This is an optimization exercise on Yosys and OpenROAD, whose aim is small area and a short achievable clock period, not a production implementation. At most, simulation tests tie the RTL to the original design; equivalence was not proved. The flow treats the clock pin as an ideal source, which a real chip does not have.

==> 06-25 <==
// booth_mul_top
module booth_mul_top(clk, A, B, m, ov);
	input clk;
	input [15:0] A, B;
	output reg [30:0] m;
	output reg ov;
	reg [15:0] a_q, b_q;
	wire [30:0] m_w;
	wire ov_w;
	BoothMUL mul(.A(a_q), .B(b_q), .m(m_w), .ov(ov_w));
	always @(posedge clk) begin
		a_q <= A;
		b_q <= B;
		m <= m_w;
		ov <= ov_w;
	end
endmodule
clock: 12.2 ns
lec_check: 0
abc_area: 1
cap_margin: 20
core_margin: 2
core_utilization: 40
slew_margin: 20
run.sh (not shown) runs the stock make flow with config.mk's settings and CLKGATE_MAP_FILE= SYNTH_SCRIPT=/design/flow/synth_recipe.tcl, a recipe that flattens the netlist after the stock synthesis.
==> 04-16 (differences from 06-25) <==
- SLEW_MARGIN: 20 -> 80
==> run notes <==
Against 04-16, the count of clock-buffer cells in the layout of 06-25 is higher by 1.
Between 04-16 and 06-25, the lower sequential share of layout area is in 04-16 (gap 0.082 points).
Between 06-25 and 04-16, the lower clock skew is in 04-16 (gap 5.0 ps).
Critical path depth: 04-16 is higher than 06-25 (3).
Between 04-16 and 06-25, the lower fmax is in 06-25 (gap about 12%, measured against 06-25).
In 06-25 the first-iteration DRC count is higher than in 04-16, by about 32%.
Against 06-25, the via count of 04-16 is smaller by about 0.23%.
06-25 went through all stages and came out clean. 04-16 completed without violations.
Against 06-25, the cell area of 04-16 is larger by about 3%.
No functional check of the RTL was part of any run of this note.

==> inputs of job 371 <==
Another version of the RTL of booth_mul_top (not shown whole).
Settings: LEC_CHECK=0, ABC_AREA=1, CAP_MARGIN=20, CORE_MARGIN=2, CORE_UTILIZATION=50, CTS_BUF_LIST=sky130_fd_sc_hd__clkbuf_8, HOLD_SLACK_MARGIN=0.05, SLEW_MARGIN=70, SYNTH_HIERARCHICAL=1, SYNTH_MINIMUM_KEEP_SIZE=0; clock period 12.2 ns.
standard.sh (not shown) runs the stock make flow with config.mk's settings and CLKGATE_MAP_FILE= SYNTH_SCRIPT=/design/flow/synth_recipe.tcl, a recipe that flattens the netlist after the stock synthesis.
==> flow/flow/run.sh <==
#!/bin/bash
# The standard layout (standard.sh, unchanged synthesis) with two changes:
# - the port buffers use sky130_fd_sc_hd__buf_1 (every port still gets one);
# - after clock tree synthesis, flow/skew.tcl delays the clock of the output
#   registers m and ov whose data paths are long, by a short chain of clock
#   delay cells (useful skew for the register-to-register path through the
#   multiplier).
export BUFFER_PORTS_ARGS="-buffer_cell sky130_fd_sc_hd__buf_1"
export POST_CTS_TCL="$PWD/flow/skew.tcl"
bash standard.sh > standard.log 2>&1
==> flow/flow/skew.tcl <==
# POST_CTS_TCL hook: useful skew for the register-to-register path through
# the multiplier. The clock of the output registers (m, ov) whose data paths
# are long is delayed by a short chain of clock delay cells, so that the path
# a_q/b_q -> m gets more time. The output ports, which m and ov drive, lose the
# same time. The delay is chosen to balance the two: the worst slack of the
# internal paths and of the output ports come out about equal. A register
# whose shortest path is short (small hold slack) gets a shorter chain.
# Every cell added is a clock buffer or delay cell on the clock net; the
# registers themselves are untouched.
set_propagated_clock [all_clocks]
estimate_parasitics -placement

set P "sky130_fd_sc_hd__"
# chains and their approximate added delay (ns), shortest first
set chains [list \
  [list 0.33 [list ${P}clkdlybuf4s18_1 ${P}clkbuf_4]] \
  [list 0.38 [list ${P}clkdlybuf4s25_1 ${P}clkbuf_4]] \
  [list 0.58 [list ${P}clkdlybuf4s50_1 ${P}clkbuf_4]] \
  [list 0.72 [list ${P}clkdlybuf4s50_1 ${P}clkbuf_1 ${P}clkbuf_4]] \
  [list 0.82 [list ${P}clkdlybuf4s50_1 ${P}clkdlybuf4s18_1 ${P}clkbuf_4]] \
  [list 0.87 [list ${P}clkdlybuf4s50_1 ${P}clkdlybuf4s25_1 ${P}clkbuf_4]] \
  [list 1.00 [list ${P}clkdlybuf4s50_1 ${P}clkdlybuf4s25_1 ${P}clkbuf_1 ${P}clkbuf_4]] \
  [list 1.10 [list ${P}clkdlybuf4s50_1 ${P}clkdlybuf4s50_1 ${P}clkbuf_4]] \
  [list 1.24 [list ${P}clkdlybuf4s50_1 ${P}clkdlybuf4s50_1 ${P}clkbuf_1 ${P}clkbuf_4]] \
  [list 1.39 [list ${P}clkdlybuf4s50_1 ${P}clkdlybuf4s50_1 ${P}clkdlybuf4s25_1 ${P}clkbuf_4]] \
]
# the internal paths lose about this much (ns) from here to the routed layout
set bias 0.1

proc worst {args} {
  set p [find_timing_paths {*}$args -path_delay max]
  return [get_property [lindex $p 0] slack]
}
set s_out [worst -to [all_outputs]]
set s_in [worst -from [all_inputs]]
puts "skew: before: output slack $s_out input slack $s_in"

set regs {}
foreach c [all_registers -cells] {
  set name [get_full_name $c]
  if {![regexp {^(m\[[0-9]+\]|ov)\$} $name]} { continue }
  set d [get_pins $name/D]
  lappend regs [list $name [get_property $d slack_max] [get_property $d slack_min]]
}
set s_int 1e9
foreach r $regs { if {[lindex $r 1] < $s_int} { set s_int [lindex $r 1] } }
puts "skew: before: internal slack $s_int"

set best -1
set best_ws -1e9
for {set i 0} {$i < [llength $chains]} {incr i} {
  set dly [lindex [lindex $chains $i] 0]
  set ws [expr {$s_out - $dly}]
  foreach r $regs {
    lassign $r name smax smin
    # registers that gain nothing keep their clock
    if {$smax >= $s_out - $dly} { continue }
    set ws [expr {min($ws, $smax + $dly - $bias)}]
  }
  puts "skew: chain $i (+$dly ns) predicted worst slack $ws"
  if {$ws > $best_ws} { set best_ws $ws; set best $i }
}
set dly [lindex [lindex $chains $best] 0]
puts "skew: using chain $best (+$dly ns)"

set groups [dict create]
foreach r $regs {
  lassign $r name smax smin
  if {$smax >= $s_out - $dly} { continue }
  # longest chain up to the chosen one that the hold slack allows
  set tier -1
  for {set i $best} {$i >= 0} {incr i -1} {
    if {[lindex [lindex $chains $i] 0] < $smin + 0.1} { set tier $i; break }
  }
  puts "skew: $name setup slack $smax hold slack $smin chain $tier"
  if {$tier < 0} { continue }
  set net [get_full_name [get_nets -of_objects [get_pins $name/CLK]]]
  dict lappend groups "$net $tier" "$name/CLK"
}
set k 0
dict for {key pins} $groups {
  lassign $key netname tier
  puts "skew: net $netname chain $tier drives [llength $pins] output registers"
  set cur $netname
  foreach cell [lindex [lindex $chains $tier] 1] {
    insert_buffer -buffer_cell $cell -net [get_nets $cur] -load_pins [get_pins $pins] -buffer_name "skew_buf_$k"
    incr k
    set cur [get_full_name [get_nets -of_objects [get_pins [lindex $pins 0]]]]
  }
}
detailed_placement
check_placement -verbose
estimate_parasitics -placement
puts "skew: after: output slack [worst -to [all_outputs]] internal slack [worst -from [all_registers -clock_pins] -to [all_registers -data_pins]]"
report_clock_skew
report_checks -path_delay min -digits 3
==> inputs of job 8135, as changes to job 371 <==
==> flow/flow/run.sh (replaced) <==
#!/bin/bash
# The standard layout (standard.sh, unchanged synthesis) with three changes:
# - the port buffers use sky130_fd_sc_hd__buf_1 (every port still gets one);
# - after clock tree synthesis, flow/skew.tcl delays the clock of the output
#   registers m and ov whose data paths are long, by a short chain of clock
#   delay cells (useful skew for the register-to-register path through the
#   multiplier); flow/skew_cells.txt sets the chains;
# - the repair after global routing aims for the setup slack in
#   flow/grt_margin.txt (flow/grt.tcl).
export BUFFER_PORTS_ARGS="-buffer_cell sky130_fd_sc_hd__buf_1"
export POST_CTS_TCL="$PWD/flow/skew.tcl"
export SKEW_FILE="$PWD/flow/skew_cells.txt"
export PRE_GLOBAL_ROUTE_TCL="$PWD/flow/grt.tcl"
export GRT_MARGIN_FILE="$PWD/flow/grt_margin.txt"
bash standard.sh > standard.log 2>&1
==> flow/flow/grt.tcl (new file) <==
# PRE_GLOBAL_ROUTE_TCL hook: the repair_timing run after global routing aims
# for the setup slack in flow/grt_margin.txt (ns) instead of 0, so that it
# resizes and buffers the longest paths further. The clock and constraints
# are unchanged.
set f [open $::env(GRT_MARGIN_FILE)]
set ::env(SETUP_SLACK_MARGIN) [string trim [read $f]]
close $f
puts "grt: setup slack margin $::env(SETUP_SLACK_MARGIN)"
==> flow/flow/grt_margin.txt (new file) <==
8.5
==> flow/flow/skew.tcl (replaced) <==
set f [open $::env(SKEW_FILE)]
set lines [split [string trim [read $f]] "\n"]
close $f
set max_slack [lindex $lines 0]
set tiers [lrange $lines 1 end]
set_propagated_clock [all_clocks]
estimate_parasitics -placement
set groups [dict create]
foreach c [all_registers -cells] {
  set name [get_full_name $c]
  if {![regexp {^(m\[[0-9]+\]|ov)\$} $name]} { continue }
  set d [get_pins $name/D]
  set smax [get_property $d slack_max]
  set smin [get_property $d slack_min]
  set tier -1
  if {$smax < $max_slack} {
    for {set t 0} {$t < [llength $tiers]} {incr t} {
      if {$smin > [lindex [lindex $tiers $t] 0]} { set tier $t; break }
    }
  }
  puts "skew: $name setup slack $smax hold slack $smin tier $tier"
  if {$tier < 0} { continue }
  set net [get_full_name [get_nets -of_objects [get_pins $name/CLK]]]
  dict lappend groups "$net $tier" "$name/CLK"
}
set k 0
dict for {key pins} $groups {
  lassign $key netname tier
  puts "skew: net $netname tier $tier drives [llength $pins] output registers"
  set cur $netname
  foreach cell [split [lindex [lindex $tiers $tier] 1] ","] {
    insert_buffer -buffer_cell $cell -net [get_nets $cur] -load_pins [get_pins $pins] -buffer_name "skew_buf_$k"
    incr k
    set cur [get_full_name [get_nets -of_objects [get_pins [lindex $pins 0]]]]
  }
}
detailed_placement
check_placement -verbose
estimate_parasitics -placement
report_clock_skew
report_checks -path_delay max -digits 3
report_checks -path_delay min -digits 3
==> flow/flow/skew_cells.txt (new file) <==
8.3
0.9 sky130_fd_sc_hd__clkdlybuf4s50_1,sky130_fd_sc_hd__clkdlybuf4s25_1,sky130_fd_sc_hd__clkbuf_4
==> inputs of job 5497, as changes to job 371 <==
--- a/flow/flow/run.sh
+++ b/flow/flow/run.sh
@@ -6,5 +6,6 @@
 #   delay cells (useful skew for the register-to-register path through the
-#   multiplier).
+#   multiplier); flow/skew_cells.txt sets the chains.
 export BUFFER_PORTS_ARGS="-buffer_cell sky130_fd_sc_hd__buf_1"
 export POST_CTS_TCL="$PWD/flow/skew.tcl"
+export SKEW_FILE="$PWD/flow/skew_cells.txt"
 bash standard.sh > standard.log 2>&1
==> flow/flow/skew.tcl (replaced) <==
set f [open $::env(SKEW_FILE)]
set lines [split [string trim [read $f]] "\n"]
close $f
set max_slack [lindex $lines 0]
set tiers [lrange $lines 1 end]
set_propagated_clock [all_clocks]
estimate_parasitics -placement
set groups [dict create]
foreach c [all_registers -cells] {
  set name [get_full_name $c]
  if {![regexp {^(m\[[0-9]+\]|ov)\$} $name]} { continue }
  set d [get_pins $name/D]
  set smax [get_property $d slack_max]
  set smin [get_property $d slack_min]
  set tier -1
  if {$smax < $max_slack} {
    for {set t 0} {$t < [llength $tiers]} {incr t} {
      if {$smin > [lindex [lindex $tiers $t] 0]} { set tier $t; break }
    }
  }
  puts "skew: $name setup slack $smax hold slack $smin tier $tier"
  if {$tier < 0} { continue }
  set net [get_full_name [get_nets -of_objects [get_pins $name/CLK]]]
  dict lappend groups "$net $tier" "$name/CLK"
}
set k 0
dict for {key pins} $groups {
  lassign $key netname tier
  puts "skew: net $netname tier $tier drives [llength $pins] output registers"
  set cur $netname
  foreach cell [split [lindex [lindex $tiers $tier] 1] ","] {
    insert_buffer -buffer_cell $cell -net [get_nets $cur] -load_pins [get_pins $pins] -buffer_name "skew_buf_$k"
    incr k
    set cur [get_full_name [get_nets -of_objects [get_pins [lindex $pins 0]]]]
  }
}
detailed_placement
check_placement -verbose
estimate_parasitics -placement
report_clock_skew
report_checks -path_delay max -digits 3
report_checks -path_delay min -digits 3
==> flow/flow/skew_cells.txt (new file) <==
8.3
0.9 sky130_fd_sc_hd__clkdlybuf4s50_1,sky130_fd_sc_hd__clkdlybuf4s25_1,sky130_fd_sc_hd__clkbuf_4
==> run notes <==
|  | job 5497 | job 8135 | job 371 |
|---|---|---|---|
| Outcome | no timing/DRC/antenna violations | no timing/DRC/antenna violations | no timing/DRC/antenna violations |
| Detailed-route via count | 6140 | 6356 | 6136 |
| Layout fillers | 1393 | 1322 | 1395 |
| Overall Global Routing Usage | 0.2333 | 0.2333 | 0.2340 |
| Routed wire length | 18.11 mm | 19.31 mm | 18.21 mm |
| Startpoint of the worst-slack reg-to-reg timing path | b_q[1] | b_q[13] | b_q[1] |
| Grt met3 use | 0.05946 | 0.05946 | 0.05988 |
| Register-to-register path setup slack | 8.18 ns | 8.57 ns | 8.11 ns |
| R2R Path End | m[17] | m[29] | m[17] |
| Multi-input combinational gate total | 662 | 663 | 662 |
| Violation count after the first detailed-routing iteration | 429 | 471 | 458 |
| Wire length of the first global-routing pass | 29.88 mm | 29.88 mm | 29.96 mm |
| Routed length on met2 | 8.894 mm | 9.619 mm | 8.934 mm |
| Final net count | 1095 | 1120 | 1095 |
| Final cell utilization of the core | 0.5470 | 0.5949 | 0.5470 |
| Met2 Use GR | 0.4023 | 0.4023 | 0.4039 |
| Final critical path time including I/O delays and setup | 4.178 ns | 4.141 ns | 4.119 ns |
| Via count of the first global-routing pass | 6164 | 6164 | 6172 |
| P&R area growth vs syn | 8.413% | 17.91% | 8.413% |

-- static timing again, ports no longer ideal --
Ports are ideal in the flow. The routed layouts listed here were re-timed in OpenROAD. Step 1 assumes that a clkbuf_16 drives the clock port and a buf_2 every other input. Step 2, shift: input delay + t, output delay - t, t = (earliest + latest rising clock arrival at the registers) / 2. This alone moves slack from input paths to output paths. a / b / c = no drivers / after step 1 / after step 2; a / b = the first two.
| run | t (ns) | slack for setup (ns) | clock arrival spread, ns | pins driven straight from the clock port |
|---|---|---|---|---|
| 06-25 | 0.398 | 6.430 / 6.430 / 6.430 | 0.012 / 0.013 | 1 |
| 04-16 | 0.388 | 7.062 / 7.062 / 7.062 | 0.010 / 0.009 | 1 |
| job 371 | 0.807 | 8.081 / 8.044 / 8.110 | 0.835 / 0.836 | 1 |
| job 8135 | 0.849 | 8.059 / 8.021 / 8.570 | 0.879 / 0.879 | 1 |
| job 5497 | 0.845 | 8.022 / 7.985 / 8.175 | 0.878 / 0.878 | 1 |
Clock arrivals are far apart in job 371, job 8135 and job 5497, so t is only a midpoint there and step 2 fits no single register.
